What follows belongs to an exercise in optimizing a design on an open flow for small area, a short achievable clock period and few clock cycles; a production flow would make more cautious choices.
In this exercise RTL edits were held to simulation tests only and were not proved equivalent to the original.
Power figures rest on the tool's default switching activity, not on a simulated workload.

==> flow/design.v (outline; a module is shown in full before it is edited, if it fits) <==
// module bch_encoder: 2379 lines
// module bch_xn: 6 lines
// module bch_xo: 6 lines
module bch_encoder(rst, clk, msg, bch_dataout, done);
  // ...
==> flow/flow/run.sh <==
#!/bin/bash
# Standard ORFS layout (standard synthesis) with one change: every input port
# is buffered with buf_4 and every output port with buf_1 (global_place.tcl's
# one buffer_ports call becomes two, in a copy of ORFS's scripts), instead of
# the resizer's default pick for both.
# make's output goes to make_finish.log here; ORFS's own logs are under orfs/logs.
set -euo pipefail
here=$(pwd)
IBUF=sky130_fd_sc_hd__buf_4
OBUF=sky130_fd_sc_hd__buf_1
rm -rf scripts_bp; cp -r "$FLOW_HOME/scripts" scripts_bp
sed -i 's|^    buffer_ports {\*}\[env_var_or_empty BUFFER_PORTS_ARGS\]|    buffer_ports -inputs -buffer_cell '"$IBUF"'; buffer_ports -outputs -buffer_cell '"$OBUF"'|' scripts_bp/global_place.tcl
grep -q "buffer_ports -inputs" scripts_bp/global_place.tcl
bash standard.sh "SCRIPTS_DIR=$here/scripts_bp" finish > make_finish.log 2>&1
==> flow/standard.sh <==
#!/bin/bash
# synth_recipe.tcl (not shown) runs the flow's synth.tcl, then flattens the netlist and writes it again
# the make line also repeats each setting of config.mk as NAME=value (left out here)
make -C /OpenROAD-flow-scripts/flow DESIGN_CONFIG=/design/flow/config.mk WORK_HOME=/design/flow/orfs CLKGATE_MAP_FILE= SYNTH_SCRIPT=/design/flow/synth_recipe.tcl "${@:-finish}"
==> flow/config.mk <==
export PLATFORM = sky130hd
export DESIGN_NAME = bch_encoder
export DESIGN_NICKNAME = bch_encoder
export VERILOG_FILES = /design/flow/design.v
export SDC_FILE = /design/flow/constraint.sdc
export NUM_CORES = 4
export LEC_CHECK = 0
export CAP_MARGIN = 20
export CORE_MARGIN = 2
export CORE_UTILIZATION = 35
export SETUP_SLACK_MARGIN = 2.75
export SLEW_MARGIN = 20
export SYNTH_HIERARCHICAL = 1
export SYNTH_MINIMUM_KEEP_SIZE = 0
export TNS_END_PERCENT = 0
==> flow/constraint.sdc <==
create_clock -name core_clock -period 6.0 [get_ports {clk}]
set_input_delay 1.2000 -clock core_clock [delete_from_list [all_inputs] [get_ports {clk}]]
set_output_delay 1.2000 -clock core_clock [all_outputs]
set_load 0.01 [all_outputs]
==> notes.md, run 1 <==
For this run, the number of standard cells in the final layout without fillers is around 4300. IR analysis of the VDD net gives a maximum drop of 0.000347 V. The cell count of the worst reg-to-reg path is 3.

Setup slack closes at 2.29 ns. The share of final-layout standard cells stronger than drive strength 1 is 18.6%. The count of inverters not on the clock network in the layout came out at 2. The run finished with no timing, DRC or antenna violations. The wire length on met3 is 24200 µm. The number of clock sinks is ~260. The maximum clock skew at final layout is 0.00811 ns. The transition time at the pin with the least slew margin is approximately 1.2 ns. Summed over all cells, the static leakage comes to between 0.01 and 0.015 µW.

In the synthesized netlist the async set-or-reset flop fraction comes to 0%. The post-synthesis cell area is 0.0278 mm². The final count of negative-setup-slack endpoints came out at 0. The max-slew violation total from the final report came out at 0. The worst hold slack came out at 0.714 ns. The portion of synthesized cell area occupied by the leading cell type is between 70 and 80%. For this run, the detailed router's first-pass iteration total came to 6. The clock-pin slew on the worst setup and hold paths is around 0.060 ns. In the global route stage, met3 resource usage came out at about 16%.

In the global route stage, met2 resource usage came out at 70.6%. Dividing the detail-routed wire length by the instance count gives 48.6 µm. The die is 286 µm wide. The required time of the critical path came out at about 6.4 ns.

The power per unit of standard cell area is 632 mW/mm². The register with the most flip-flops in the layout has 255 of them. The worst endpoint data arrival time is 4.07 ns. The area of all placed cells without fillers is 0.0356 mm². The relative slew slack came out at approximately 17%. The internal portion of total power came out at 10900 µW. The most frequent cell after synthesis is sky130_fd_sc_hd__xnor2_1. Per report_power, the Clock row totals 1680 µW.

The initial core utilization is 35.3%.
Testbench counts, summed over its fixed seeds: cycles 480.
==> inputs of run 2 (changes only) <==
--- a/flow/config.mk
+++ b/flow/config.mk
@@ -8,7 +8,7 @@
 export CAP_MARGIN = 20
 export CORE_MARGIN = 2
 export CORE_UTILIZATION = 35
-export SETUP_SLACK_MARGIN = 2.75
+export SETUP_SLACK_MARGIN = 3.0
 export SLEW_MARGIN = 20
 export SYNTH_HIERARCHICAL = 1
 export SYNTH_MINIMUM_KEEP_SIZE = 0
==> notes.md, run 2 <==
The count of cells along the worst hold path came out at 2. The area taken by multi-input logic gates came out at 0.0260 mm². The worst hold path begins at rst. The critical path class is input pin to flop. Sequential cells were found to cover 27.6% of the synthesized design area. Synthesis produced 2560 cells.

The area growth from synthesis to layout is 46.6%. The initial core utilization came out at 35.3% (unchanged). The post-synthesis cell area came to 0.0278 mm² (unchanged).

The share of final-layout standard cells stronger than drive strength 1 came out at 32.0% (+13 points). The total routed wirelength came out at 210000 µm. The final weighted congestion of routability-driven global placement is about 1.1. The first global-routing pass estimated about 260000 µm of wire. The number of hold violations in the final report is 0. The total of hold buffers inserted after clock tree synthesis came out at 0.

The worst setup path is captured at a flop. Buffers inserted during clock tree synthesis total 29. The number of flip-flops in the largest register came out at 255 (unchanged).

The detailed placer's ending HPWL is roughly 180000 µm. The residual overflow from global routing is 0. The cell row count came out at 103.

The die footprint came out at 0.0818 mm². The number of clock sinks came out at 256 (unchanged). The commonest cells after synthesis are 2302 x sky130_fd_sc_hd__xnor2_1, 255 x sky130_fd_sc_hd__edfxtp_1, 2 x sky130_fd_sc_hd__inv_1. The worst path in the final design needs a cycle of 3.23 ns, including I/O delays and setup. Entering global routing, the biggest net connects 154 pins. The iteration count of the initial detailed-routing pass is 5 (-1).

The largest fanout on the critical path came out at 7. The number of violations of the max-capacitance limit came out at 0. The detailed router finished its first iteration with 3690 violations.

The number of storage elements in the synthesis netlist came out at 256. For the final routed database, the setup TNS stands at 0 ns. The maximum clock skew at final layout came out at 0.0199 ns (+0.0118 ns).

The max-slew violation total from the final report is 0 (unchanged). The most critical setup path has its startpoint at msg[127]. The worst-case clock buffer depth came out at 3. The cell sitting at the root of the clock tree is a sky130_fd_sc_hd__clkbuf_16. In the layout the commonest cells are 1738 x sky130_fd_sc_hd__xnor2_1, 420 x sky130_fd_sc_hd__xnor2_2, 400 x sky130_fd_sc_hd__buf_4, 256 x sky130_fd_sc_hd__buf_1, 255 x sky130_fd_sc_hd__edfxtp_1. The most common cell after layout, fill and taps aside is sky130_fd_sc_hd__xnor2_1. The die width came out at 286 µm (unchanged). After floorplanning, the core was sized to cover around 0.079 mm².

Traced cell by cell, the critical path runs through buf_4 -> xnor2_1 -> xnor2_2 -> xnor2_1 -> xnor2_1 -> xnor2_2 -> xnor2_1 -> xnor2_1. The relative slew slack came out at 23.9% (+6.7 points). The cell type with the largest total area after synthesis is sky130_fd_sc_hd__xnor2_1. The number of nets with antenna violations after detailed routing came out at 0. The count of yosys warnings during synthesis is 7. The total of fill cells in the finished design came out at 7249. TritonCTS built the clock tree. The power per unit of standard cell area came out at 596 mW/mm² (-5.8%). Using the TritonRoute via totals, the vias-per-cell ratio works out to 5.58. The number of flops mapped to enable cells by yosys came out at ~260. The synthesized netlist net count is 2753.

The final count of negative-setup-slack endpoints came out at 0 (unchanged). The via count of the first global-routing pass came out at ~23000. Buffers placed on the I/O ports in this run total 448. By area the synthesized netlist is led by sky130_fd_sc_hd__xnor2_1 72%, sky130_fd_sc_hd__edfxtp_1 27%, sky130_fd_sc_hd__dfxtp_1 0.072%.

The clock-pin slew on the worst setup and hold paths is 0.06 ns (about the same). The register name with the most flops is bch_dataout. The leakage power of the design was 0.0138 µW (+26%). The wire length per cell is 48.0 µm (-1.4%).

The run finished with no timing, DRC or antenna violations. The number of antenna violations at the first check in global routing is 7. The startpoint identified for the worst register-to-register timing path is done$_DFF_P_. The worst endpoint data arrival time came to 3.58 ns (-0.49 ns). Setup repair after global routing could not meet its margin everywhere. The kind of start point of the critical path is an input pin. The final critical-path share of the clock period is a little over half. The required time of the critical path came to 6.35 ns (about the same).

The layout net count is 3504. The design draws 24300 µW. The portion of synthesized cell area occupied by the leading cell type is 72.4% (unchanged). The total I/O pin count is 449. The maximum cell stage delay along the critical path is 0.54 ns. The die span in y came out at 286 µm.

The tightest min-delay check is of the input pin to flop type. The largest individual stage delay along the critical path comes from the cell sky130_fd_sc_hd__xnor2_2. The most numerous cell type found on the critical path is sky130_fd_sc_hd__xnor2_1. The number of different library cells used by synthesis comes to 4.

For this run, the total global-route usage over all layers was measured as 50.3%. The cell count of the worst reg-to-reg path is 3 (unchanged). By instance count, the leading cell after synthesis is sky130_fd_sc_hd__xnor2_1. Clock latency on the worst-skew pair, taken at its later pin, is 0.62 ns.

In the final layout, the registers with the most flip-flops are bch_dataout (255), done (1). Summing over every cut layer, the via total after detailed routing is 24500. The area of all sequential standard cells came out at 0.00768 mm². The number of levels the H-tree was split into came out at 1. The maximum clock frequency came out at ~310 MHz. The proportion of register bits with asynchronous set or reset after synthesis came to 0% (unchanged). For this run, the leading register cell type out of synthesis is sky130_fd_sc_hd__edfxtp_1. The transition time at the pin with the least slew margin was 1.13 ns (-0.100 ns). The average instance area after synthesis is roughly 11 µm². For this run, design rule violations remaining after detail routing come to 0. The largest vdd supply drop came out at 0.000334 V (-3.7%).
[run 2: path summary, 6_finish.rpt]
kind / slack (ns) / to
max: 2.77 / bch_dataout[12]$_DFFE_PN_
min: 0.71 / done$_DFF_P_
min reg2reg: 1.03 / bch_dataout[93]$_DFFE_PN_
max reg2reg: 3.76 / bch_dataout[1]$_DFFE_PN_
[run 2: repair_timing]
action                                  CTS  global route
resized for setup                       419           274
endpoints found under the setup margin   64            64
hold endpoints to repair                  0             0
pin swaps                                27            53
buffers inserted                         37            54
[run 2: cell type report]
cell class | instances | area share (%)
Clock buffer | 36 | 1.84
Antenna cell | 1 | 0.00613
Inverter | 2 | 0.0276
Multi-Input combinational cell | 2302 | 63.7
Sequential cell | 256 | 18.8
Clock inverter | 15 | 0.267
Timing Repair Buffer | 720 | 12.1
Tap cell | 1050 | 3.22
[run 2: metrics by stage]
step | cell area, µm² | worst slack (ns) | cells | hold slack, ns | utilization (%)
finish | 40800 | 2.77 | 4382 | 0.712 | 51.8
global route | 40800 | 2.84 | 4381 | 0.716 | 51.8
CTS | 38000 | 2.90 | 4327 | 0.667 | 48.2
detailed placement | 33300 | 1.11 | 4239 | 1.04 | 42.3
global placement | 33300 | 0.823 | 4238 | 1.03 | 42.2
floorplan | 27900 | 1.45 | 2560 | 1.26 | -
[run 2: logic make-up (layout without fill, tap and decap cells)]
| logic type | after synthesis | count (layout) | share of synthesized area, % |
|---|---|---|---|
| other | 0 | 1 | 0 |
| xor gates and xnor gates | 2302 | 2302 | 72.4 |
| DFF | 256 | 256 | 27.6 |
| buffers and inverters | 2 | 773 | 0.0270 |
[run 2: power by group]
group	total [µW]	internal, µW	switching [µW]
combinational	19600	8280	11300
sequential	3060	2970	89.8
clock	1670	923	749
[run 2: layer usage]
| metal | vias to the layer above | share of wire (%) | global-route usage, % |
|---|---|---|---|
| li1 | 9591 | - | - |
| met1 | 12100 | 37 | 61.3 |
| met2 | 2022 | 40 | 70.5 |
| met3 | 721 | 12 | 16.8 |
| met4 | 10 | 11 | 43.7 |
| met5 | - | 0.11 | 1.57 |
[run 2: critical path: cells and delay by family]
kind	cells	cell delay (ns)
xor+xnor	7	2.03
buf+inv	1	0.32
[run 2: per-module statistics from Yosys, one instance, submodules excluded]
| module | cells | cell area (µm²) |
|---|---|---|
| bch_encoder | 258 | 7680 |
| bch_xn | 1 | 8.76 |
==> inputs of run 3 (changes only) <==
==> flow/flow/run.sh (replaced) <==
#!/bin/bash
# Standard ORFS layout (standard synthesis) with one change: every input port
# is buffered with buf_2 and every output port with buf_1 (global_place.tcl's
# one buffer_ports call becomes two, in a copy of ORFS's scripts), instead of
# the resizer's default pick for both.
# make's output goes to make_finish.log here; ORFS's own logs are under orfs/logs.
set -euo pipefail
here=$(pwd)
IBUF=sky130_fd_sc_hd__buf_2
OBUF=sky130_fd_sc_hd__buf_1
rm -rf scripts_bp; cp -r "$FLOW_HOME/scripts" scripts_bp
sed -i 's|^    buffer_ports {\*}\[env_var_or_empty BUFFER_PORTS_ARGS\]|    buffer_ports -inputs -buffer_cell '"$IBUF"'; buffer_ports -outputs -buffer_cell '"$OBUF"'|' scripts_bp/global_place.tcl
grep -q "buffer_ports -inputs" scripts_bp/global_place.tcl
bash standard.sh "SCRIPTS_DIR=$here/scripts_bp" finish > make_finish.log 2>&1
--- a/flow/config.mk
+++ b/flow/config.mk
@@ -8,8 +8,7 @@
 export CAP_MARGIN = 20
 export CORE_MARGIN = 2
 export CORE_UTILIZATION = 35
-export SETUP_SLACK_MARGIN = 3.0
+export SETUP_SLACK_MARGIN = 2.75
 export SLEW_MARGIN = 20
 export SYNTH_HIERARCHICAL = 1
 export SYNTH_MINIMUM_KEEP_SIZE = 0
-export TNS_END_PERCENT = 0
==> notes.md, run 3 <==
The run finished with no timing, DRC or antenna violations. The maximum clock skew at final layout came out at 0.0373 ns (+0.0174 ns). The gate count of the mapped netlist came to 2560 (unchanged).

The relative slew slack came out at 20.1% (-3.8 points). The largest fanout on the critical path came out at 6 (-1). The post-route DRC violation count is 0 (unchanged). The switching part of the total is 50.3% (+0.34 points). The die footprint is 0.0818 mm² (unchanged).

The number of hold violations in the final report was 0 (unchanged). The sequential fraction of design power came out at 13.0% (+0.4 points). The total of hold buffers inserted after clock tree synthesis came out at 0 (unchanged). The number of flops mapped to enable cells by yosys is 255 (unchanged).

The clock latency on the worst-skew pair is 0.62 ns (about the same). The via count of the first global-routing pass is 23400 (-0.43%). The overall power is 23900 µW (-1.9%). The count of yosys warnings during synthesis came out at 7 (unchanged). The number of violations of the max-capacitance limit came out at 0 (unchanged). Sorting the synthesized cells by area gives the leading types as sky130_fd_sc_hd__xnor2_1 72%, sky130_fd_sc_hd__edfxtp_1 27%, sky130_fd_sc_hd__dfxtp_1 0.072%. The proportion of register bits with asynchronous set or reset after synthesis is 0% (unchanged). The shortest clock period the worst path allows after layout came out at 3.43 ns (+0.203 ns). bch_dataout holds more flip-flops than any other register.

The maximum number of pins on one net before global-route repair is 131 (-15%). The global-route wire length before repair came out at 265000 µm (+2.1%). The most common cell after layout, fill and taps aside is sky130_fd_sc_hd__xnor2_1.

The top cell types in the final layout, fill and taps aside, are 1883 x sky130_fd_sc_hd__xnor2_1, 329 x sky130_fd_sc_hd__xnor2_2, 261 x sky130_fd_sc_hd__buf_4, 256 x sky130_fd_sc_hd__buf_1, 255 x sky130_fd_sc_hd__edfxtp_1. The largest registers in the layout are bch_dataout (255), done (1). The number of levels the H-tree was split into was 1 (unchanged). The worst hold slack came out at 0.708 ns (-0.00383 ns). The total routed wirelength came out at 215000 µm (+2.3%).

The transition time at the pin with the least slew margin came to 1.19 ns (+0.0561 ns). The combinational fraction of design power came out at 78.3% (-2.2 points). The number of buffers created by CTS came to 30 (+3.4%). The internal portion of total power is 11900 µW (-2.6%). The largest vdd supply drop is 0.000376 V (+13%).

The clock network power share is 8.7% (+1.8 points). Setup repair after global routing could not meet its margin everywhere. The clock-pin slew on the worst setup and hold paths came out at 0.07 ns (about the same). The total I/O pin count came to 449 (unchanged). The residual overflow from global routing is 0 (unchanged).

The final setup TNS is 0 ns (unchanged). The worst slack at placement is 1.04 ns (-0.0737 ns). The area of the core region was 0.0789 mm² (unchanged).

Traced cell by cell, the critical path runs through clkbuf_4 -> xnor2_4 -> buf_4 -> xnor2_2 -> xnor2_1 -> xnor2_1 -> xnor2_1 -> xnor2_1 -> xnor2_1. The max-slew violation total from the final report came to 0 (unchanged). The number of nets with antenna violations after detailed routing is 0 (unchanged). The number of flip-flops in the largest register came to 255 (unchanged). The post-synthesis sequential area ratio came out at 27.6% (unchanged).

The die span in y is 286 µm (unchanged). The leakage power of the design is 0.0128 µW (-7.3%). The initial core utilization is 35.3% (unchanged). The required time of the critical path is 6.35 ns (about the same). The kind of path behind the tightest hold check is input pin to flop.

The TritonCTS clock tree is built. The number of vias after detailed routing is 24600 (+0.42%). The most frequent cell after synthesis is sky130_fd_sc_hd__xnor2_1.

STA classifies the critical path endpoint as a flop. The detailed placer's ending HPWL is 182000 µm (+3.3%). The root buffer selected by CTS is sky130_fd_sc_hd__clkbuf_16.

The post-synthesis cell area is 0.0278 mm² (unchanged). The cell row count came out at 103 (unchanged). The average instance area after synthesis is 10.9 µm² (unchanged). The number of clock sinks came out at 256 (unchanged). The die width is 286 µm (unchanged).

In this design, the critical path's most frequently occurring cell is sky130_fd_sc_hd__xnor2_1. The synthesized netlist net count came to 2753 (unchanged). The switching power is 12000 µW (-1.3%). The share of final-layout standard cells stronger than drive strength 1 is 28.1% (-3.9 points). The portion of synthesized cell area occupied by the leading cell type came out at 72.4% (unchanged). The initial detailed-routing violation count is 3898 (+5.6%). The worst-case clock buffer depth came to 3 (unchanged).

The worst path setup slack after routing came to 2.57 ns (-0.203 ns). The worst endpoint data arrival time is 3.78 ns (+0.20 ns). The number of antenna violations at the first check in global routing came out at 8 (+1). The count of port buffers added during placement is 448 (unchanged). Among all stages on the critical path, the largest delay is contributed by sky130_fd_sc_hd__xnor2_1.

Counting instances in the post-synthesis netlist gives the leading cell types as 2302 x sky130_fd_sc_hd__xnor2_1, 255 x sky130_fd_sc_hd__edfxtp_1, 2 x sky130_fd_sc_hd__inv_1. The iteration count of the initial detailed-routing pass is 5 (unchanged). The vias per cell is 5.59 (+0.24%). The final count of negative-setup-slack endpoints was 0 (unchanged). The layout net count is 3506 (+0.057%). The wire length per cell came out at 49.0 µm (+2.1%). The area growth from synthesis to layout came out at 39.2%. The final weighted congestion of routability-driven global placement came out at 1.17 (+2.2%). Of all cell types, the one taking the most synthesized area is sky130_fd_sc_hd__xnor2_1. The most instantiated flip-flop cell in the synthesis netlist is sky130_fd_sc_hd__edfxtp_1. The count of cell types in the netlist is 4 (unchanged). The power per unit of standard cell area was 615 mW/mm² (+3.3%). The maximum clock frequency came out at 292 MHz (-5.9%). STA classifies the critical path startpoint as an input pin. The number of storage elements in the synthesis netlist is 256 (unchanged). The final critical-path share of the clock period came out at 57.1% (+3.4 points). The maximum cell stage delay along the critical path came out at 0.55 ns (about the same).

The critical path is of the input pin to flop type. The total global routing track utilization is 51.5% (+1.2 points).
[run 3: cell counts after synthesis]
Identical to the previous run, type by type.
[run 3: cell families after synthesis]
group | count (synthesis) | share of synthesized area [%]
buf+inv | 2 | 0.0270
xor+xnor | 2302 | 72.4
flops | 256 | 27.6
[run 3: timing repair]
action / CTS / global route
buffers inserted: 36 / 14
hold endpoints to repair: 0 / 0
resized for setup: 309 / 152
pin swaps: 20 / 17
endpoints found under the setup margin: 64 / 64
[run 3: path summary, 6_finish.rpt]
| kind | slack [ns] | depth (start not counted) | to | from |
|---|---|---|---|---|
| worst min register to register | 0.91 | 2 | bch_dataout[189]$_DFFE_PN_ | done$_DFF_P_ |
| worst max register to register | 4.39 | 2 | bch_dataout[6]$_DFFE_PN_ | done$_DFF_P_ |
| worst max-delay path | 2.57 | 9 | bch_dataout[49]$_DFFE_PN_ | msg[2] |
| worst min-delay path | 0.71 | 2 | done$_DFF_P_ | rst |
[run 3: cell type report]
| cell class | count | area (µm²) |
|---|---|---|
| diodes | 3 | 7.51 |
| clock buffers | 33 | 783 |
| clock inverters | 23 | 320 |
| fillers | 7513 | 40100 |
| inverters | 2 | 11.3 |
| multi-input cells | 2302 | 24300 |
| flip-flops and latches | 256 | 7680 |
| well taps | 1050 | 1310 |
| repair buffers | 721 | 4310 |
[run 3: worst max-delay path, delay by kind of cell]
kind                   cells  cell delay [ns]
XOR/XNOR                   7             2.05
buffers and inverters      2             0.52
[run 3: layer usage]
| layer | up-vias | track usage, % | share of wire (%) |
|---|---|---|---|
| met1 | 12100 | 62.4 | 36 |
| met4 | 6 | 47.7 | 12 |
| li1 | 9597 | - | - |
| met3 | 666 | 15.9 | 12 |
| met5 | - | 0.116 | 0.013 |
| met2 | 2216 | 72.5 | 40 |
[run 3: power by group through the flow]
stage	sequential, µW	clock (µW)	combinational, µW
2_1_floorplan	3270	0	10200
3_3_place_gp	3140	0	16800
3_5_place_dp	3140	0	16700
4_1_cts	3100	2110	17500
5_1_grt	3120	2150	18800
6_report	3100	2070	18700
[run 3: per-module statistics from Yosys, one instance, submodules excluded]
module       flip-flops and latches  times used  cell area [µm²]
bch_xn                            0        2302             8.76
bch_encoder                     256           1             7680
[run 3: per-stage QoR]
step	cells	instance area [µm²]	util, %
3_5_place_dp	4281	33400	42.4
5_1_grt	4387	38700	49.1
3_3_place_gp	4280	33400	42.3
2_1_floorplan	2560	28100	-
4_1_cts	4373	37400	47.5
6_report	4390	38800	49.1
==> inputs of run 4 (changes only) <==
==> flow/flow/run.sh (replaced) <==
#!/bin/bash
# Standard ORFS layout (standard synthesis) with one change: every input port
# is buffered with buf_1 and every output port with buf_1 (global_place.tcl's
# one buffer_ports call becomes two, in a copy of ORFS's scripts), instead of
# the resizer's default pick for both.
# make's output goes to make_finish.log here; ORFS's own logs are under orfs/logs.
set -euo pipefail
here=$(pwd)
IBUF=sky130_fd_sc_hd__buf_1
OBUF=sky130_fd_sc_hd__buf_1
rm -rf scripts_bp; cp -r "$FLOW_HOME/scripts" scripts_bp
sed -i 's|^    buffer_ports {\*}\[env_var_or_empty BUFFER_PORTS_ARGS\]|    buffer_ports -inputs -buffer_cell '"$IBUF"'; buffer_ports -outputs -buffer_cell '"$OBUF"'|' scripts_bp/global_place.tcl
grep -q "buffer_ports -inputs" scripts_bp/global_place.tcl
bash standard.sh "SCRIPTS_DIR=$here/scripts_bp" finish > make_finish.log 2>&1
==> notes.md, run 4 <==
The total of hold buffers inserted after clock tree synthesis is 0 (unchanged). The maximum cell stage delay along the critical path came to 0.67 ns (+0.12 ns). The startpoint of the worst register-to-register path is done$_DFF_P_. The register name with the most flops is bch_dataout. The cell count of the worst reg-to-reg path was 2 (unchanged). The capture endpoint of the worst hold path is done$_DFF_P_. The die span in y was 286 µm (unchanged). Yosys attributes the largest share of cell area to sky130_fd_sc_hd__xnor2_1 72%, sky130_fd_sc_hd__edfxtp_1 27%, sky130_fd_sc_hd__dfxtp_1 0.072%. The share of final-layout standard cells stronger than drive strength 1 came out at 28.3% (+0.17 points). The endpoint of the lowest-slack register-to-register path is bch_dataout[33]$_DFFE_PN_. The clock-pin slew on the worst setup and hold paths is 0.06 ns (about the same).

The area taken by multi-input logic gates was 0.0245 mm² (+0.86%). The cell row count is 103 (unchanged). The number of levels the H-tree was split into came out at 1 (unchanged). The number of flip-flops in the largest register came out at 255 (unchanged). The number of nets with antenna violations after detailed routing was 0 (unchanged). The number of clock sinks came to 256 (unchanged).

The tree is rooted in a sky130_fd_sc_hd__clkbuf_16. The area growth from synthesis to layout came out at 42.4%. The final setup TNS was 0 ns (unchanged). The vias per cell came out at 5.61 (+0.25%). The count of cells along the worst hold path is 2 (unchanged). The total routed wirelength is 216000 µm (+0.58%). The clock latency on the worst-skew pair is 0.62 ns (about the same). TritonCTS built the clock tree.

The number of flops mapped to enable cells by yosys is 255 (unchanged). The number of vias after detailed routing was 25400 (+3.4%). The worst setup path is launched from an input pin.

Counting stages on the worst path, the most repeated cell is sky130_fd_sc_hd__xnor2_1. The maximum number of pins on one net before global-route repair is 135 (+3.1%). The iteration count of the initial detailed-routing pass is 5 (unchanged). The portion of synthesized cell area occupied by the leading cell type came out at 72.4% (unchanged).

Setup repair after global routing could not meet its margin everywhere. In the layout the commonest cells are 1858 x sky130_fd_sc_hd__xnor2_1, 384 x sky130_fd_sc_hd__buf_4, 366 x sky130_fd_sc_hd__buf_1, 352 x sky130_fd_sc_hd__xnor2_2, 255 x sky130_fd_sc_hd__edfxtp_1. The gate count of the mapped netlist is 2560 (unchanged). The final count of negative-setup-slack endpoints came out at 0 (unchanged). The final standard cell count with taps included and fillers excluded is 4526 (+3.1%). Ranked by instance count, the synthesized netlist is headed by 2302 x sky130_fd_sc_hd__xnor2_1, 255 x sky130_fd_sc_hd__edfxtp_1, 2 x sky130_fd_sc_hd__inv_1.

The max-slew violation total from the final report came out at 0 (unchanged). The worst endpoint data arrival time came to 3.85 ns (+0.07 ns). The cell type with the largest total area after synthesis is sky130_fd_sc_hd__xnor2_1. The final weighted congestion of routability-driven global placement was 1.17 (-0.11%).

The proportion of register bits with asynchronous set or reset after synthesis is 0% (unchanged). The largest fanout on the critical path came out at 4 (-2). The wire length per cell is 47.8 µm (-2.4%). The final critical-path share of the clock period is 58.2% (+1.0 points). The number of antenna violations at the first check in global routing came out at 8 (unchanged). The maximum clock skew at final layout came out at 0.0109 ns (-0.0264 ns). The residual overflow from global routing was 0 (unchanged). The total global routing track utilization is 51.7% (+0.22 points). The die footprint is 0.0818 mm² (unchanged). The number of buffers created by CTS is 30 (unchanged).

The total buffers and inverters traversed by the critical path is 2 (unchanged). The layout net count came out at 3642 (+3.9%). The required time of the critical path is 6.36 ns (about the same). The most common cell after layout, fill and taps aside is sky130_fd_sc_hd__xnor2_1. The largest vdd supply drop is 0.000313 V (-17%). The initial detailed-routing violation count is 3928 (+0.77%).

The post-synthesis cell area is 0.0278 mm² (unchanged). The count of yosys warnings during synthesis is 7 (unchanged). The post-synthesis sequential area ratio was 27.6% (unchanged). The synthesized netlist net count is 2753 (unchanged).

The min-delay analysis places its worst path in the category input pin to flop. The worst-case clock buffer depth is 3 (unchanged). The number of hold violations in the final report came out at 0 (unchanged). The power per unit of standard cell area came to 602 mW/mm² (-2.1%). The area of all sequential standard cells is 0.00768 mm² (unchanged). In the final layout, the registers with the most flip-flops are bch_dataout (255), done (1). The most common cell in the synthesized netlist is sky130_fd_sc_hd__xnor2_1.

The slowest stage of the critical path is the sky130_fd_sc_hd__xnor2_1 cell. The leakage power of the design came out at 0.0132 µW (+3.2%). The count of port buffers added during placement is 448 (unchanged). The flow ran to the end and the layout has no timing, DRC or antenna violations. The transition time at the pin with the least slew margin came out at 1.12 ns (-0.0653 ns).

The setup slack of the worst register-to-register path is 4.36 ns (-0.03 ns). The post-route DRC violation count came to 0 (unchanged). The number of violations of the max-capacitance limit came out at 0 (unchanged). The via count of the first global-routing pass is 24100 (+3.2%). The number of storage elements in the synthesis netlist is 256 (unchanged).

The relative slew slack is 24.5% (+4.4 points). The shortest clock period the worst path allows after layout is 3.49 ns (+0.0623 ns). The signal on the critical path passes through buf_1 -> buf_4 -> xnor2_4 -> xnor2_1 -> xnor2_1 -> xnor2_1 -> xnor2_1 -> xnor2_1.

The worst setup path is of the input pin to flop kind. The most used flip-flop cell after synthesis is sky130_fd_sc_hd__edfxtp_1. The detailed placer's ending HPWL is 183000 µm (+0.48%).

The number of cells in the design after placement came out at 4406 (+2.9%). The global-route wire length before repair was 266000 µm (+0.67%). The count of cell types in the netlist is 4 (unchanged).

The total I/O pin count came out at 449 (unchanged). The average instance area after synthesis was 10.9 µm² (unchanged). The total of fill cells in the finished design is 7423 (-1.2%). In this run the most critical hold path is launched from rst. The initial core utilization came out at 35.3% (unchanged). The area of the core region came out at 0.0789 mm² (unchanged). In this design, the largest share of critical-path delay is due to XOR/XNOR gates. The worst setup path is captured at a flop. The die width came out at 286 µm (unchanged).

The maximum clock frequency is 286 MHz (-1.8%).
==> run 4: worst max path at each step <==
stage	to	startpoint	slack (ns)	cells past startpoint
floorplan	bch_dataout[0]$_DFFE_PN_	done$_DFF_P_	1.45	1
global placement	bch_dataout[34]$_DFFE_PN_	msg[144]	0.47	9
detailed placement	bch_dataout[38]$_DFFE_PN_	msg[146]	1.00	8
CTS	bch_dataout[53]$_DFFE_PN_	msg[117]	2.65	8
global route	bch_dataout[52]$_DFFE_PN_	msg[87]	2.68	10
finish	bch_dataout[44]$_DFFE_PN_	msg[103]	2.51	8
==> run 4: what timing repair did <==
action	4_1_cts	5_1_grt
setup endpoints to repair	64	63
resized for setup	405	163
buffers inserted	39	22
pin swaps	23	25
==> run 4: area by class of cell <==
| cell class | instances | area share, % |
|---|---|---|
| timing repair buffer | 857 | 12.9 |
| sequential | 256 | 19.4 |
| multi-input combinational | 2302 | 61.9 |
| antenna | 3 | 0.0189 |
| clock inverter | 20 | 0.473 |
| tap | 1050 | 3.31 |
| clock buffer | 36 | 2.00 |
| inverter | 2 | 0.0284 |
==> run 4: kinds of logic after synthesis <==
logic type	share of synthesized area [%]
buffers and inverters	0.0270
xor gates and xnor gates	72.4
DFF	27.6
==> run 4: per-layer routing <==
layer,global-route usage [%],wire (µm),vias up
li1,-,-,9864
met1,61.7,77500,12400
met2,72.7,85900,2323
met3,17.5,27100,784
met4,48.2,25600,10
met5,0,278,-
==> run 4: stage by stage <==
step                cell area, µm²  setup WS, ns  hold WS [ns]  util, %  power (µW)
detailed placement           34100          1.00          1.01     43.2       19900
finish                       39700          2.51         0.728     50.3       23900
global route                 39600          2.68         0.733     50.3       24100
global placement             34000         0.466          1.00     43.1       20000
floorplan                    28100          1.45          1.26        -       13500
CTS                          38300          2.65         0.694     48.6       22700
==> run 4: per-module statistics from Yosys, one instance, submodules excluded <==
module / area, µm² / times used
bch_encoder: 7680 / 1
bch_xn: 8.76 / 2302
==> run 4: worst reg2reg max path, cell delays in order, from the launching register on <==
cell and delay (ns):
sky130_fd_sc_hd__dfxtp_4 0.35, sky130_fd_sc_hd__clkinvlp_4 0.10, sky130_fd_sc_hd__buf_12 0.40
==> run 4: report_power, final <==
group,switching (µW),internal (µW)
sequential,107,2980
combinational,11100,7820
clock,821,1070
==> inputs of run 5 (changes only) <==
==> flow/flow/run.sh (replaced) <==
#!/bin/bash
# Standard ORFS layout (standard synthesis) with one change: every input port
# is buffered with buf_4 and every output port with buf_1 (global_place.tcl's
# one buffer_ports call becomes two, in a copy of ORFS's scripts), instead of
# the resizer's default pick for both.
# make's output goes to make_finish.log here; ORFS's own logs are under orfs/logs.
set -euo pipefail
here=$(pwd)
IBUF=sky130_fd_sc_hd__buf_4
OBUF=sky130_fd_sc_hd__buf_1
rm -rf scripts_bp; cp -r "$FLOW_HOME/scripts" scripts_bp
sed -i 's|^    buffer_ports {\*}\[env_var_or_empty BUFFER_PORTS_ARGS\]|    buffer_ports -inputs -buffer_cell '"$IBUF"'; buffer_ports -outputs -buffer_cell '"$OBUF"'|' scripts_bp/global_place.tcl
grep -q "buffer_ports -inputs" scripts_bp/global_place.tcl
bash standard.sh "SCRIPTS_DIR=$here/scripts_bp" finish > make_finish.log 2>&1
--- a/flow/config.mk
+++ b/flow/config.mk
@@ -5,10 +5,10 @@
 export SDC_FILE = /design/flow/constraint.sdc
 export NUM_CORES = 4
 export LEC_CHECK = 0
-export CAP_MARGIN = 20
+export CAP_MARGIN = 0
 export CORE_MARGIN = 2
 export CORE_UTILIZATION = 35
 export SETUP_SLACK_MARGIN = 2.75
-export SLEW_MARGIN = 20
+export SLEW_MARGIN = 0
 export SYNTH_HIERARCHICAL = 1
 export SYNTH_MINIMUM_KEEP_SIZE = 0
==> notes.md, run 5 <==
The category of the worst setup path capture point is a flop. The post-synthesis cell area came out at 0.0278 mm² (unchanged). The average instance area after synthesis came out at 10.9 µm² (unchanged).

The combinational fraction of design power is 78.1% (-1.1 points). The number of clock sinks came out at 256 (unchanged). The post-synthesis sequential area ratio was 27.6% (unchanged). The worst endpoint data arrival time is 3.90 ns (+0.05 ns). The iteration count of the initial detailed-routing pass was 6 (+1). The largest fanout on the critical path is 6 (+2).

The count of cells along the worst hold path came out at 2 (unchanged). The area of the core region came out at 0.0789 mm² (unchanged). The total global routing track utilization is 51.1% (-0.67 points). The leakage power of the design came out at 0.0120 µW (-8.7%).

The post-route DRC violation count came to 0 (unchanged). The worst path setup slack after routing is 2.48 ns (-0.0326 ns). The final count of negative-setup-slack endpoints is 0 (unchanged). The count of yosys warnings during synthesis came out at 7 (unchanged). On the critical path, the stage with the largest delay is an instance of sky130_fd_sc_hd__xnor2_2. The number of cells in the design after placement is 4243 (-3.7%).

The final standard cell count with taps included and fillers excluded came out at 4326 (-4.4%). The initial detailed-routing violation count is 4059 (+3.3%). The total of fill cells in the finished design came out at 7561 (+1.9%).

The wire length per cell came out at 49.6 µm (+3.7%). The number of buffers created by CTS is 31 (+3.3%). The clock-pin slew on the worst setup and hold paths is 0.06 ns (about the same). The residual overflow from global routing came out at 0 (unchanged). The global-route wire length before repair came out at 262000 µm (-1.6%).

The number of hold violations in the final report is 0 (unchanged). The total routed wirelength came out at 214000 µm (-0.88%). The number of antenna violations at the first check in global routing is 6 (-2). The most numerous cell type found on the critical path is sky130_fd_sc_hd__xnor2_1. The worst slack at placement came out at 1.16 ns (+0.158 ns). The cell family contributing the most delay on the critical path is XOR/XNOR gates. TritonCTS built the clock tree. The final critical-path share of the clock period came out at 58.7% (+0.54 points). The portion of synthesized cell area occupied by the leading cell type came to 72.4% (unchanged). The largest registers in the layout are bch_dataout (255), done (1). The detailed placer's ending HPWL is 180000 µm (-2.0%). The total of hold buffers inserted after clock tree synthesis is 0 (unchanged). The max-slew violation total from the final report came out at 0 (unchanged). The die span in y came out at 286 µm (unchanged). The maximum clock frequency came out at 284 MHz (-0.93%). The run finished with no timing, DRC or antenna violations. The met1 routing resource usage after global routing was 62.2% (+0.49 points). The most common cell after layout, fill and taps aside is sky130_fd_sc_hd__xnor2_1. The initial core utilization was 35.3% (unchanged). The largest vdd supply drop was 0.000248 V (-21%). The number of vias after detailed routing was 24600 (-3.2%). The clock network power share came out at 8.6% (+0.7 points).

The switching part of the total is 50.9% (+0.53 points). The critical path is of the input pin to flop type. The gate count of the mapped netlist is 2560 (unchanged). The total I/O pin count is 449 (unchanged). The die width is 286 µm (unchanged). The number of violations of the max-capacitance limit is 0 (unchanged). The number of levels the H-tree was split into is 1 (unchanged).

The internal portion of total power is 11400 µW (-3.6%). The cell row count is 103 (unchanged). The number of flops mapped to enable cells by yosys came out at 255 (unchanged). The worst-case clock buffer depth is 3 (unchanged). The cell type with the largest total area after synthesis is sky130_fd_sc_hd__xnor2_1. The final setup TNS came out at 0 ns (unchanged). Ranked by total cell area, the synthesized netlist is headed by sky130_fd_sc_hd__xnor2_1 72%, sky130_fd_sc_hd__edfxtp_1 27%, sky130_fd_sc_hd__dfxtp_1 0.072%.

The min-delay analysis places its worst path in the category input pin to flop. Setup repair after global routing could not meet its margin everywhere. The required time of the critical path is 6.38 ns (+0.02 ns). The met2 track demand over resource is 72.0% (-0.72 points). The transition time at the pin with the least slew margin came to 1.20 ns (+0.0795 ns).

The power per unit of standard cell area is 620 mW/mm² (+2.9%). The area growth from synthesis to layout is 34.8%. The clock latency on the worst-skew pair is 0.65 ns (+0.03 ns). The vias per cell came out at 5.68 (+1.3%). The die footprint was 0.0818 mm² (unchanged). The final weighted congestion of routability-driven global placement is 1.15 (-1.9%). The maximum number of pins on one net before global-route repair came to 130 (-3.7%). The number of storage elements in the synthesis netlist is 256 (unchanged). The cell sitting at the root of the clock tree is a sky130_fd_sc_hd__clkbuf_16.

The logic depth of the worst setup path including buffers was 8 (unchanged). The via count of the first global-routing pass came to 23100 (-4.2%). The proportion of register bits with asynchronous set or reset after synthesis came out at 0% (unchanged). Walking the worst path, the cells encountered are buf_4 -> xnor2_2 -> xnor2_2 -> xnor2_2 -> xnor2_1 -> xnor2_1 -> xnor2_1 -> xnor2_1. The number of flip-flops in the largest register is 255 (unchanged).

The most instantiated flip-flop cell in the synthesis netlist is sky130_fd_sc_hd__edfxtp_1. The worst hold slack is 0.702 ns (-0.0254 ns). The maximum clock skew at final layout is 0.0187 ns (+0.00777 ns).

In the post-synthesis netlist, the cell with the most instances is sky130_fd_sc_hd__xnor2_1. The total buffers and inverters traversed by the critical path came out at 1 (-1). The met3 demand-to-capacity share in global routing came out at 15.9% (-1.6 points). The synthesized netlist net count came out at 2753 (unchanged). The busiest layer in global routing is met2. In the layout the commonest cells are 1962 x sky130_fd_sc_hd__xnor2_1, 390 x sky130_fd_sc_hd__buf_4, 280 x sky130_fd_sc_hd__xnor2_2, 256 x sky130_fd_sc_hd__buf_1, 255 x sky130_fd_sc_hd__edfxtp_1. The count of cell types in the netlist was 4 (unchanged). The kind of start point of the critical path is an input pin. The overall power came out at 23300 µW (-2.6%). The switching power is 11800 µW (-1.5%).

Counting flops per register, the top entry is bch_dataout. The maximum cell stage delay along the critical path came out at 0.70 ns (+0.03 ns). The relative slew slack is 19.2% (-5.3 points). The shortest clock period the worst path allows after layout came out at 3.52 ns (+0.0326 ns).

The number of nets with antenna violations after detailed routing came out at 0 (unchanged). The layout net count came out at 3443 (-5.5%). Counting instances in the post-synthesis netlist gives the leading cell types as 2302 x sky130_fd_sc_hd__xnor2_1, 255 x sky130_fd_sc_hd__edfxtp_1, 2 x sky130_fd_sc_hd__inv_1.

The sequential fraction of design power came to 13.3% (+0.4 points). The count of port buffers added during placement is 448 (unchanged). The cell count of the worst reg-to-reg path was 2 (unchanged). The share of final-layout standard cells stronger than drive strength 1 came out at 24.1% (-4.2 points).
## run 5: cell count changes in the layout (fill, tap and decap cells not counted), moves of 2 or more
cell                              before   now
sky130_fd_sc_hd__clkdlybuf4s15_2       2     0
sky130_fd_sc_hd__xnor2_2             352   280
sky130_fd_sc_hd__buf_2                61     0
sky130_fd_sc_hd__clkinv_1              6     4
sky130_fd_sc_hd__bufinv_16             3     5
sky130_fd_sc_hd__xnor2_1            1858  1962
sky130_fd_sc_hd__buf_6                 6     2
sky130_fd_sc_hd__buf_4               384   390
sky130_fd_sc_hd__xnor2_4              92    60
sky130_fd_sc_hd__buf_1               366   256
sky130_fd_sc_hd__clkbuf_2             19     0
sky130_fd_sc_hd__buf_12               19     9
## run 5: power groups by stage
| stage | Clock [µW] | Sequential, µW | Combinational, µW |
|---|---|---|---|
| after floorplan | 0 | 3270 | 10200 |
| after CTS | 2050 | 3100 | 17100 |
| after global placement | 0 | 3130 | 16600 |
| final | 2010 | 3090 | 18200 |
| after global routing | 2080 | 3120 | 18200 |
| after detailed placement | 0 | 3140 | 16500 |
## run 5: cell families after synthesis
| kind of cell | Yosys count | synth area share (%) |
|---|---|---|
| xor gates and xnor gates | 2302 | 72.4 |
| DFF | 256 | 27.6 |
| buffers and inverters | 2 | 0.0270 |
## run 5: metal layers
metal	up-vias	share of wire [%]
met1	12100	37
met3	693	12
met2	2303	40
met5	-	0.014
li1	9456	-
met4	4	11
## run 5: modules after synthesis (local to each module, per instance)
module	cells inside	copies in the design	cell area, µm²
bch_encoder	258	1	7680
bch_xn	1	2302	8.76
## run 5: final cells by class
| cell class | instances | area [µm²] | share of cell area (%) |
|---|---|---|---|
| diodes | 4 | 10.0 | 0.0267 |
| clock buffers | 36 | 795 | 2.12 |
| clock inverters | 19 | 244 | 0.650 |
| inverters | 2 | 11.3 | 0.0300 |
| multi-input cells | 2302 | 23400 | 62.3 |
| flip-flops and latches | 256 | 7680 | 20.5 |
| well taps | 1050 | 1310 | 3.50 |
| repair buffers | 657 | 4090 | 10.9 |
## run 5: worst paths after layout
kind	startpoint	end	slack (ns)
setup / recovery	msg[153]	bch_dataout[46]$_DFFE_PN_	2.48
setup reg to reg	done$_DFF_P_	bch_dataout[54]$_DFFE_PN_	4.40
hold / removal	rst	done$_DFF_P_	0.70
hold reg to reg	done$_DFF_P_	bch_dataout[189]$_DFFE_PN_	0.94
## run 5: repair_timing
item / 4_1_cts / 5_1_grt
gates resized for setup: 227 / 95
pin swaps: 9 / 7
setup endpoints to repair: 64 / 56
buffers inserted: 16 / 8
## run 5: stage by stage
stage	utilization, %	area, µm²
CTS	46.5	36700
global route	47.6	37500
detailed placement	42.6	33600
floorplan	-	28100
global placement	42.6	33600
finish	47.6	37500
## run 5: worst register-to-register path, stage by stage, from the launching register on
cell	delay, ns
sky130_fd_sc_hd__dfxtp_4	0.35
sky130_fd_sc_hd__clkinvlp_4	0.10
sky130_fd_sc_hd__buf_12	0.41
==> inputs of run 6 (changes only) <==
--- a/flow/config.mk
+++ b/flow/config.mk
@@ -5,10 +5,10 @@
 export SDC_FILE = /design/flow/constraint.sdc
 export NUM_CORES = 4
 export LEC_CHECK = 0
-export CAP_MARGIN = 0
+export CAP_MARGIN = 40
 export CORE_MARGIN = 2
 export CORE_UTILIZATION = 35
 export SETUP_SLACK_MARGIN = 2.75
-export SLEW_MARGIN = 0
+export SLEW_MARGIN = 40
 export SYNTH_HIERARCHICAL = 1
 export SYNTH_MINIMUM_KEEP_SIZE = 0
==> notes.md, run 6 <==
The run finished with no timing, DRC or antenna violations. The post-route DRC violation count came out at 0 (unchanged). The global-route wire length before repair came out at 261000 µm (-0.24%).

The number of antenna violations at the first check in global routing came out at 5 (-1). The required time of the critical path came out at 6.38 ns (about the same). Among the stages of the critical path, the cell type that occurs most often is sky130_fd_sc_hd__xnor2_1.

The clock-pin slew on the worst setup and hold paths is 0.06 ns (about the same). The signal on the critical path passes through buf_4 -> xnor2_1 -> xnor2_1 -> xnor2_1 -> xnor2_1 -> xnor2_1 -> xnor2_1 -> xnor2_1. The detailed placer's ending HPWL is 180000 µm (about the same). The count of port buffers added during placement is 448 (unchanged).

The startpoint of the tightest hold check path is rst. The category of the worst setup path capture point is a flop. The count of cells along the worst hold path came out at 2 (unchanged). The total of fill cells in the finished design came out at 7466 (-1.3%). The largest vdd supply drop came out at 0.000294 V (+19%). The cell row count came out at 103 (unchanged). The relative slew slack was 27.9% (+8.8 points). The via count of the first global-routing pass is 23200 (+0.39%). Among all cell types in the netlist, the one instantiated most often is sky130_fd_sc_hd__xnor2_1. The worst-case clock buffer depth came to 3 (unchanged). In the layout the commonest cells are 1936 x sky130_fd_sc_hd__xnor2_1, 391 x sky130_fd_sc_hd__buf_4, 306 x sky130_fd_sc_hd__xnor2_2, 256 x sky130_fd_sc_hd__buf_1, 255 x sky130_fd_sc_hd__edfxtp_1.

The root buffer cell chosen for the clock tree is sky130_fd_sc_hd__clkbuf_16. The most common cell after layout, fill and taps aside is sky130_fd_sc_hd__xnor2_1. The worst endpoint data arrival time came to 3.90 ns (about the same).

By area the synthesized netlist is led by sky130_fd_sc_hd__xnor2_1 72%, sky130_fd_sc_hd__edfxtp_1 27%, sky130_fd_sc_hd__dfxtp_1 0.072%. The area of the core region came to 0.0789 mm² (unchanged). The number of buffers created by CTS is 31 (unchanged).

The post-synthesis sequential area ratio came to 27.6% (unchanged). The clock latency on the worst-skew pair is 0.66 ns (about the same). The endpoint of the lowest-slack register-to-register path is bch_dataout[61]$_DFFE_PN_. The portion of synthesized cell area occupied by the leading cell type came out at 72.4% (unchanged). The final count of negative-setup-slack endpoints came out at 0 (unchanged). The largest registers in the layout are bch_dataout (255), done (1). The average instance area after synthesis is 10.9 µm² (unchanged).

The number of hold violations in the final report is 0 (unchanged). The layout net count came out at 3445 (+0.058%). The count of cell types in the netlist is 4 (unchanged). The tightest min-delay check is of the input pin to flop type. The number of levels the H-tree was split into is 1 (unchanged).

The area of all placed cells without fillers was 0.0378 mm² (+0.62%). The count of yosys warnings during synthesis is 7 (unchanged). The share of final-layout standard cells stronger than drive strength 1 came out at 25.0% (+0.91 points). The die footprint is 0.0818 mm² (unchanged). The iteration count of the initial detailed-routing pass is 6 (unchanged). The final setup TNS came out at 0 ns (unchanged). The total routed wirelength is 214000 µm (-0.37%). The number of flip-flops in the largest register came out at 255 (unchanged). The die width is 286 µm (unchanged). The instance area at placement is 0.0343 mm² (+2.3%). The maximum clock frequency came out at 283 MHz (-0.13%).

The number of violations of the max-capacitance limit came out at 0 (unchanged). TritonCTS built the clock tree. The number of nets with antenna violations after detailed routing is 0 (unchanged). The die span in y is 286 µm (unchanged). The critical path class is input pin to flop. The initial core utilization is 35.3% (unchanged).

Setup repair after global routing could not meet its margin everywhere. The post-synthesis cell area is 0.0278 mm² (unchanged). The number of vias after detailed routing came to 24700 (+0.49%). The power per unit of standard cell area is 616 mW/mm² (-0.74%). Counting flops per register, the top entry is bch_dataout. Counting instances in the post-synthesis netlist gives the leading cell types as 2302 x sky130_fd_sc_hd__xnor2_1, 255 x sky130_fd_sc_hd__edfxtp_1, 2 x sky130_fd_sc_hd__inv_1. The maximum number of pins on one net before global-route repair is 130 (unchanged). The final critical-path share of the clock period is 58.8% (+0.077 points). The transition time at the pin with the least slew margin came to 1.07 ns (-0.131 ns). The most used flip-flop cell after synthesis is sky130_fd_sc_hd__edfxtp_1. The synthesized netlist net count came to 2753 (unchanged). The final weighted congestion of routability-driven global placement came out at 1.15 (unchanged). The wire length per cell was 49.3 µm (-0.49%).

The residual overflow from global routing came out at 0 (unchanged). The total global routing track utilization is 50.9% (-0.14 points). The max-slew violation total from the final report is 0 (unchanged). The maximum clock skew at final layout is 0.0328 ns (+0.0141 ns). The leakage power of the design came out at 0.0122 µW (+1.4%).

The vias per cell came out at 5.70 (+0.37%). The initial detailed-routing violation count came out at 3926 (-3.3%). The largest fanout on the critical path was 7 (+1).

The worst register-to-register path begins at done$_DFF_P_. The area growth from synthesis to layout is 35.6%. The worst hold path terminates at done$_DFF_P_. The total I/O pin count is 449 (unchanged).

The worst setup path is launched from an input pin. The worst hold slack is 0.678 ns (-0.0247 ns). The biggest area contributor in the post-synthesis netlist is sky130_fd_sc_hd__xnor2_1. The maximum cell stage delay along the critical path is 0.58 ns (-0.12 ns). The gate count of the mapped netlist came to 2560 (unchanged). The largest individual stage delay along the critical path comes from the cell sky130_fd_sc_hd__xnor2_1. The setup slack of the worst register-to-register path is 4.32 ns (-0.08 ns). The number of storage elements in the synthesis netlist was 256 (unchanged). The shortest clock period the worst path allows after layout came out at 3.53 ns (+0.00462 ns).

The cell count of the worst reg-to-reg path came out at 3 (+1). The proportion of register bits with asynchronous set or reset after synthesis is 0% (unchanged). The number of flops mapped to enable cells by yosys is 255 (unchanged). The number of clock sinks came out at 256 (unchanged).
==> run 6: cell counts after synthesis <==
Identical to the previous run, type by type.
==> run 6: final cells by class <==
type / instances / area (µm²) / area share, %
Multi-Input combinational cell: 2302 / 23600 / 62.4
Sequential cell: 256 / 7680 / 20.3
Antenna cell: 4 / 10.0 / 0.0265
Clock buffer: 36 / 795 / 2.10
Inverter: 2 / 11.3 / 0.0298
Timing Repair Buffer: 659 / 4140 / 10.9
Tap cell: 1050 / 1310 / 3.48
Clock inverter: 22 / 238 / 0.629
==> run 6: stage by stage <==
step | std cells | power, µW | setup slack (ns) | util, %
6_report | 4331 | 23200 | 2.47 | 47.9
3_3_place_gp | 4242 | 19700 | 0.709 | 42.6
5_1_grt | 4327 | 23400 | 2.69 | 47.9
3_5_place_dp | 4243 | 19800 | 1.42 | 43.5
4_1_cts | 4314 | 22200 | 2.59 | 46.6
2_1_floorplan | 2560 | 13500 | 1.45 | -
==> run 6: where the power goes <==
group	total, µW	switching [µW]	internal, µW
registers	3090	118	2980
logic	18200	10800	7330
clock network	1990	868	1120
==> run 6: cells by family after synthesis <==
| kind of cell | count (synthesis) | share of synthesized area (%) |
|---|---|---|
| XOR/XNOR | 2302 | 72.4 |
| flip-flops | 256 | 27.6 |
| buffers and inverters | 2 | 0.0270 |
==> run 6: how the worst max path moves through the flow <==
stage                       from                        end  slack (ns)  depth (start not counted)
finish                  msg[102]  bch_dataout[25]$_DFFE_PN_        2.47                          8
global route            msg[178]  bch_dataout[10]$_DFFE_PN_        2.69                          9
CTS                     msg[166]  bch_dataout[16]$_DFFE_PN_        2.59                         10
detailed placement       msg[86]  bch_dataout[16]$_DFFE_PN_        1.42                          9
global placement        msg[189]  bch_dataout[21]$_DFFE_PN_        0.71                          8
floorplan           done$_DFF_P_   bch_dataout[0]$_DFFE_PN_        1.45                          1
==> run 6: worst max-delay path: cells and delay by family <==
kind / cells / cell delay [ns]
xor+xnor: 7 / 2.32
buf+inv: 1 / 0.37
==> run 6: per-module statistics from Yosys (local to each module, per instance) <==
module	cell area [µm²]	cells inside
bch_xn	8.76	1
bch_encoder	7680	258
==> run 6: layer usage <==
metal  up-vias  wire length (µm)  track usage, %
met3       690             26100            16.8
met4         4             23400            44.5
met5         -                43           0.233
met2      2342             86300            72.0
met1     12200             77700            61.7
li1       9475                 -               -
==> run 6: timing repair <==
action	4_1_cts	5_1_grt
resized for setup	145	101
setup buffers	13	12
hold buffers	0	0
pin swaps	6	9
setup endpoints to repair	63	56
==> inputs of run 7 (changes only) <==
--- a/flow/config.mk
+++ b/flow/config.mk
@@ -5,10 +5,10 @@
 export SDC_FILE = /design/flow/constraint.sdc
 export NUM_CORES = 4
 export LEC_CHECK = 0
-export CAP_MARGIN = 40
+export CAP_MARGIN = 20
 export CORE_MARGIN = 2
 export CORE_UTILIZATION = 35
 export SETUP_SLACK_MARGIN = 2.75
-export SLEW_MARGIN = 40
+export SLEW_MARGIN = 20
 export SYNTH_HIERARCHICAL = 1
 export SYNTH_MINIMUM_KEEP_SIZE = 0
==> notes.md, run 7 <==
The detailed placer's ending HPWL came out at 180000 µm (about the same). The count of yosys warnings during synthesis came to 7 (unchanged). The number of flip-flops in the largest register came out at 255 (unchanged). The required time of the critical path came out at 6.41 ns (+0.03 ns).

Relative to the synthesized area, the layout overhead comes to 34.8%. The largest registers in the layout are bch_dataout (255), done (1). Among all cell types in the netlist, the one instantiated most often is sky130_fd_sc_hd__xnor2_1. The number of hold violations in the final report came out at 0 (unchanged). The min-delay analysis places its worst path in the category input pin to flop. The maximum cell stage delay along the critical path came out at 0.50 ns (-0.08 ns).

After synthesis, the largest family of logic cells by area is XOR/XNOR gates. The proportion of register bits with asynchronous set or reset after synthesis is 0% (unchanged). The internal portion of total power came out at 11300 µW (-1.4%). The portion of synthesized cell area occupied by the leading cell type came out at 72.4% (unchanged). The initial detailed-routing violation count is 3753 (-4.4%). The relative slew slack is 18.7% (-9.2 points).

The total buffers and inverters traversed by the critical path is 2 (+1). The iteration count of the initial detailed-routing pass is 6 (unchanged). The count of cell types in the netlist came out at 4 (unchanged). The post-synthesis cell area came to 0.0278 mm² (unchanged). The largest vdd supply drop is 0.000263 V (-10%). The multiplexer fraction of the synthesized cell area came out at 0% (unchanged). The gate count of the mapped netlist is 2560 (unchanged). The total I/O pin count is 449 (unchanged). The switching part of the total came out at 51.1% (+0.23 points). The die width was 286 µm (unchanged).

The most instantiated flip-flop cell in the synthesis netlist is sky130_fd_sc_hd__edfxtp_1. The sequential fraction of design power is 13.4% (about the same). The worst setup path is captured at a flop. The number of clock sinks was 256 (unchanged). The transition time at the pin with the least slew margin is 1.21 ns (+0.137 ns). The flow ran to the end and the layout has no timing, DRC or antenna violations. The adder and majority cell fraction of the synthesized area was 0% (unchanged). The clock latency on the worst-skew pair is 0.63 ns (-0.03 ns). The combinational fraction of design power is 78.7% (+0.6 points). By area the synthesized netlist is led by sky130_fd_sc_hd__xnor2_1 72%, sky130_fd_sc_hd__edfxtp_1 27%, sky130_fd_sc_hd__dfxtp_1 0.072%. The number of storage elements in the synthesis netlist came out at 256 (unchanged).

The synthesized design spends more area on one cell type than any other, namely sky130_fd_sc_hd__xnor2_1. The total routed wirelength is 213000 µm (-0.21%). The number of buffers created by CTS is 30 (-3.2%). Among all stages on the critical path, the largest delay is contributed by sky130_fd_sc_hd__xnor2_1. The final count of negative-setup-slack endpoints is 0 (unchanged). Leaving out fill and tap cells, the most frequent cells in the layout are 1951 x sky130_fd_sc_hd__xnor2_1, 385 x sky130_fd_sc_hd__buf_4, 289 x sky130_fd_sc_hd__xnor2_2, 256 x sky130_fd_sc_hd__buf_1, 255 x sky130_fd_sc_hd__edfxtp_1.

The total global routing track utilization came out at 50.9% (about the same). The switching power is 11800 µW (-0.50%). The via count of the first global-routing pass came out at 23200 (unchanged). The post-synthesis sequential area ratio is 27.6% (unchanged). The synthesized-area fraction occupied by and/or/nand/nor cells is 0% (unchanged). The commonest cells after synthesis are 2302 x sky130_fd_sc_hd__xnor2_1, 255 x sky130_fd_sc_hd__edfxtp_1, 2 x sky130_fd_sc_hd__inv_1. The average instance area after synthesis came out at 10.9 µm² (unchanged). The count of port buffers added during placement came out at 448 (unchanged). The final setup TNS is 0 ns (unchanged).

The number of flops mapped to enable cells by yosys is 255 (unchanged). The global-route wire length before repair is 261000 µm (about the same). The worst-case clock buffer depth came out at 3 (unchanged). The number of violations of the max-capacitance limit is 0 (unchanged). The number of levels the H-tree was split into is 1 (unchanged). The clock network power share came out at 7.9% (-0.7 points).

The register name with the most flops is bch_dataout. The final weighted congestion of routability-driven global placement is 1.15 (unchanged). The number of vias after detailed routing came out at 24400 (-1.1%). The area of the core region is 0.0789 mm² (unchanged). The share of final-layout standard cells stronger than drive strength 1 came out at 24.3% (-0.76 points). The synthesized netlist net count is 2753 (unchanged). The most common cell after layout, fill and taps aside is sky130_fd_sc_hd__xnor2_1.

The post-route DRC violation count came out at 0 (unchanged). The maximum clock frequency is 287 MHz (+1.3%). The die span in y was 286 µm (unchanged).

The worst setup path is of the input pin to flop kind. The cell row count came to 103 (unchanged). The power per unit of standard cell area came out at 614 mW/mm² (-0.30%). The vias per cell was 5.65 (-0.89%).

The xor-xnor portion of the synthesized cell area was 72.4% (unchanged). The cell family contributing the most delay on the critical path is XOR/XNOR gates. The wire length per cell came out at 49.3 µm (about the same). The number of nets with antenna violations after detailed routing came out at 0 (unchanged). TritonCTS built the clock tree. The final critical-path share of the clock period is 58.1% (-0.75 points). Among the stages of the critical path, the cell type that occurs most often is sky130_fd_sc_hd__xnor2_1. The leakage power of the design is 0.0121 µW (-1.3%). The worst endpoint data arrival time is 3.89 ns (about the same). The max-slew violation total from the final report came out at 0 (unchanged). The kind of start point of the critical path is an input pin. The layout net count is 3440 (-0.15%). The number of antenna violations at the first check in global routing came out at 5 (unchanged).

The maximum clock skew at final layout is 0.0186 ns (-0.0142 ns). The overall power came to 23000 µW (-0.95%). The shortest clock period the worst path allows after layout is 3.48 ns (-0.0449 ns). The largest fanout on the critical path is 6 (-1). The worst hold slack came out at 0.707 ns (+0.0290 ns). Traced cell by cell, the critical path runs through buf_4 -> xnor2_1 -> xnor2_1 -> buf_4 -> xnor2_1 -> xnor2_2 -> xnor2_2 -> xnor2_1 -> xnor2_1. The cell sitting at the root of the clock tree is a sky130_fd_sc_hd__clkbuf_16. The residual overflow from global routing is 0 (unchanged).

The die footprint is 0.0818 mm² (unchanged). The initial core utilization came out at 35.3% (unchanged). The clock-pin slew on the worst setup and hold paths is 0.06 ns (about the same). The maximum number of pins on one net before global-route repair was 130 (unchanged). The synthesized-area fraction occupied by ao, oa, aoi and oai cells is 0% (unchanged). Setup repair after global routing could not meet its margin everywhere.
run 7: cell families after synthesis:
kind of cell	Yosys count
xor+xnor	2302
flops	256
buf+inv	2
run 7: what timing repair did:
action	4_1_cts	5_1_grt
hold buffers	0	0
pin swaps	10	9
setup endpoints to repair	64	61
gates cloned	0	0
gates resized for setup	238	92
buffers inserted	15	7
run 7: modules after synthesis, one instance, submodules excluded:
module / cells / cell area, µm² / copies in the design / flip-flops and latches
bch_encoder: 258 / 7680 / 1 / 256
bch_xn: 1 / 8.76 / 2302 / 0
run 7: worst register-to-register path, delay by kind of cell, from the launching register on:
kind | cells | cell delay, ns
buffers and inverters | 2 | 0.50
DFF | 1 | 0.35
run 7: worst paths after layout:
check                           slack, ns  cells past startpoint                          to         start
worst max-delay path                 2.52                      9   bch_dataout[18]$_DFFE_PN_       msg[28]
worst min-delay path                 0.71                      2                done$_DFF_P_           rst
worst max register to register       4.38                      2    bch_dataout[1]$_DFFE_PN_  done$_DFF_P_
worst min register to register       0.93                      2  bch_dataout[243]$_DFFE_PN_  done$_DFF_P_
run 7: layer usage:
| layer | vias to the layer above | GRT usage (%) | share of wire [%] | wire (µm) |
|---|---|---|---|---|
| li1 | 9451 | - | - | - |
| met1 | 12100 | 61.8 | 36 | 77700 |
| met4 | 4 | 44.9 | 11 | 23700 |
| met5 | - | 0 | 0.011 | 24 |
| met3 | 640 | 16.2 | 12 | 25900 |
| met2 | 2188 | 72.1 | 40 | 85900 |
run 7: cell type report:
type                            count  area [µm²]
Fill cell                        7492       41300
Multi-Input combinational cell   2302       23500
Sequential cell                   256        7680
Timing Repair Buffer              655        4100
Tap cell                         1050        1310
Clock buffer                       35         769
Clock inverter                     18         153
Inverter                            2        11.3
Antenna cell                        2        5.00
run 7: per-stage QoR:
stage / utilization, % / instance area (µm²) / setup slack, ns / cells
after global placement: 42.6 / 33600 / 0.709 / 4242
after global routing: 47.6 / 37500 / 2.64 / 4318
after detailed placement: 42.6 / 33600 / 1.16 / 4243
after CTS: 46.5 / 36700 / 2.65 / 4311
final: 47.6 / 37500 / 2.52 / 4320
after floorplan: - / 28100 / 1.45 / 2560
run 7: power by group through the flow:
stage | registers, µW | clock network, µW | logic, µW
2_1_floorplan | 3270 | 0 | 10200
3_3_place_gp | 3130 | 0 | 16600
3_5_place_dp | 3130 | 0 | 16600
4_1_cts | 3100 | 1850 | 17200
5_1_grt | 3120 | 1880 | 18200
6_report | 3090 | 1810 | 18100
==> inputs of run 8 (changes only) <==
--- a/flow/config.mk
+++ b/flow/config.mk
@@ -7,7 +7,7 @@
 export LEC_CHECK = 0
 export CAP_MARGIN = 20
 export CORE_MARGIN = 2
-export CORE_UTILIZATION = 35
+export CORE_UTILIZATION = 38
 export SETUP_SLACK_MARGIN = 2.75
 export SLEW_MARGIN = 20
 export SYNTH_HIERARCHICAL = 1
==> notes.md, run 8 <==
The die width is 275 µm (-4.0%). The leakage power of the design came out at 0.0121 µW (about the same). The relative slew slack is 19.0% (+0.26 points). The startpoint of the tightest hold check path is rst. The library cell used most frequently in the layout, excluding fill and tap cells, is sky130_fd_sc_hd__xnor2_1.

The die footprint is 0.0755 mm² (-7.8%). The final count of negative-setup-slack endpoints came out at 0 (unchanged). The largest vdd supply drop is 0.000465 V (+77%). Among all flip-flop cells after synthesis, the most frequent one is sky130_fd_sc_hd__edfxtp_1. The area of all placed cells without fillers came out at 0.0376 mm² (+0.15%). In this run the clock root is driven by a sky130_fd_sc_hd__clkbuf_16. TritonCTS built the clock tree. The number of vias after detailed routing is 25200 (+3.4%).

The max-slew violation total from the final report is 0 (unchanged). The post-synthesis cell area is 0.0278 mm² (unchanged). The worst register-to-register path ends at bch_dataout[17]$_DFFE_PN_. The share of final-layout standard cells stronger than drive strength 1 is 24.1% (-0.12 points). The number of hold violations in the final report is 0 (unchanged).

The flow ran to the end and the layout has no timing, DRC or antenna violations. The most frequent cell after synthesis is sky130_fd_sc_hd__xnor2_1. The area growth from synthesis to layout is 35.0%. The category of the worst setup path capture point is a flop. The setup slack of the worst register-to-register path is 3.67 ns (-0.71 ns).

The initial detailed-routing violation count came out at 4556 (+21%). The power per unit of standard cell area is 624 mW/mm² (+1.6%). The number of nets with antenna violations after detailed routing came out at 0 (unchanged).

The maximum number of pins on one net before global-route repair came to 133 (+2.3%). The top cell types in the final layout, fill and taps aside, are 1952 x sky130_fd_sc_hd__xnor2_1, 373 x sky130_fd_sc_hd__buf_4, 275 x sky130_fd_sc_hd__xnor2_2, 256 x sky130_fd_sc_hd__buf_1, 255 x sky130_fd_sc_hd__edfxtp_1. The iteration count of the initial detailed-routing pass came out at 5 (-1). The capture endpoint of the worst hold path is done$_DFF_P_. The maximum clock skew at final layout was 0.0142 ns (-0.00446 ns). The total of hold buffers inserted after clock tree synthesis is 0 (unchanged).

The layout net count came to 3431 (-0.26%). The initial core utilization is 38.3% (+3.0 points). The clock-pin slew on the worst setup and hold paths is 0.06 ns (about the same). The number of violations of the max-capacitance limit came out at 0 (unchanged). The area of the core region came out at 0.0727 mm² (-7.8%). The register name with the most flops is bch_dataout. The number of buffers created by CTS came out at 29 (-3.3%).

The total routed wirelength was 205000 µm (-3.8%). The worst endpoint data arrival time was 3.85 ns (-0.04 ns). The instance area at placement is 0.0335 mm² (-0.45%). The worst-case clock buffer depth came out at 3 (unchanged).

The die span in y came to 275 µm (-4.0%). The count of yosys warnings during synthesis is 7 (unchanged). The kind of start point of the critical path is an input pin. The synthesized netlist net count came out at 2753 (unchanged). The number of storage elements in the synthesis netlist is 256 (unchanged). The critical path class is input pin to flop.
## run 8: cell counts after synthesis
No cell type changed its count.
## run 8: modules after synthesis, one instance, submodules excluded
module,cells inside,flip-flops and latches,times used
bch_encoder,258,256,1
bch_xn,1,0,2302
## run 8: logic make-up (layout without fill, tap and decap cells)
kind of cell	after synthesis	after routing	share of synthesized area (%)
xor+xnor	2302	2302	72.4
flops	256	256	27.6
buf+inv	2	702	0.0270
other cells	0	5	0
## run 8: how the worst max path moves through the flow
stage	start	end	slack (ns)	depth (start not counted)
after floorplan	done$_DFF_P_	bch_dataout[0]$_DFFE_PN_	1.45	1
after global placement	msg[121]	bch_dataout[55]$_DFFE_PN_	0.33	8
after detailed placement	msg[98]	bch_dataout[32]$_DFFE_PN_	1.22	9
after CTS	msg[122]	bch_dataout[47]$_DFFE_PN_	2.64	8
after global routing	msg[15]	bch_dataout[28]$_DFFE_PN_	2.65	10
final	msg[93]	bch_dataout[9]$_DFFE_PN_	2.51	8
## run 8: where the power goes
part           leakage, µW  switching (µW)  internal [µW]
clock             0.000484             822           1140
combinational      0.00908           11000           7390
sequential         0.00250             122           2980
total               0.0121           11900          11500
## run 8: critical path, stage by stage
cell,delay [ns]
sky130_fd_sc_hd__buf_4,0.19
sky130_fd_sc_hd__xnor2_1,0.71
sky130_fd_sc_hd__xnor2_1,0.24
sky130_fd_sc_hd__xnor2_1,0.31
sky130_fd_sc_hd__xnor2_2,0.20
sky130_fd_sc_hd__xnor2_1,0.64
sky130_fd_sc_hd__xnor2_1,0.18
sky130_fd_sc_hd__xnor2_1,0.15
## run 8: cell type report
| cell class | count | area (µm²) |
|---|---|---|
| fillers | 6677 | 35100 |
| multi-input cells | 2302 | 23600 |
| repair buffers | 647 | 4050 |
| diodes | 5 | 12.5 |
| well taps | 959 | 1200 |
| inverters | 2 | 11.3 |
| clock inverters | 20 | 256 |
| clock buffers | 33 | 741 |
| flip-flops and latches | 256 | 7680 |
## run 8: per-layer routing
metal / wire length, µm / vias to the layer above / GRT usage, %
li1: - / 9413 / -
met1: 71600 / 12400 / 63.1
met2: 80300 / 2553 / 73.7
met3: 28700 / 883 / 20.5
met4: 24600 / 2 / 49.4
met5: 13 / - / 0.125
## run 8: metrics by stage
step | hold WS, ns | power, µW | setup slack, ns | util, %
6_report | 0.711 | 23400 | 2.51 | 51.7
5_1_grt | 0.720 | 23500 | 2.65 | 51.7
4_1_cts | 0.705 | 22300 | 2.64 | 50.5
3_5_place_dp | 1.01 | 19700 | 1.22 | 46.1
3_3_place_gp | 0.986 | 19700 | 0.326 | 45.7
2_1_floorplan | 1.26 | 13500 | 1.45 | -
## run 8: what timing repair did
item,4_1_cts,5_1_grt
endpoints found under the setup margin,64,55
buffers inserted,17,16
gates resized for setup,243,86
pin swaps,8,16

Check on run 8: ideal ports give 2.511 ns setup slack; a clkbuf_16 on the clock port and buf_2 on the inputs give 2.554 ns; moving port delays by the midpoint clock arrival (0.690 ns) as well gives 1.865 ns.
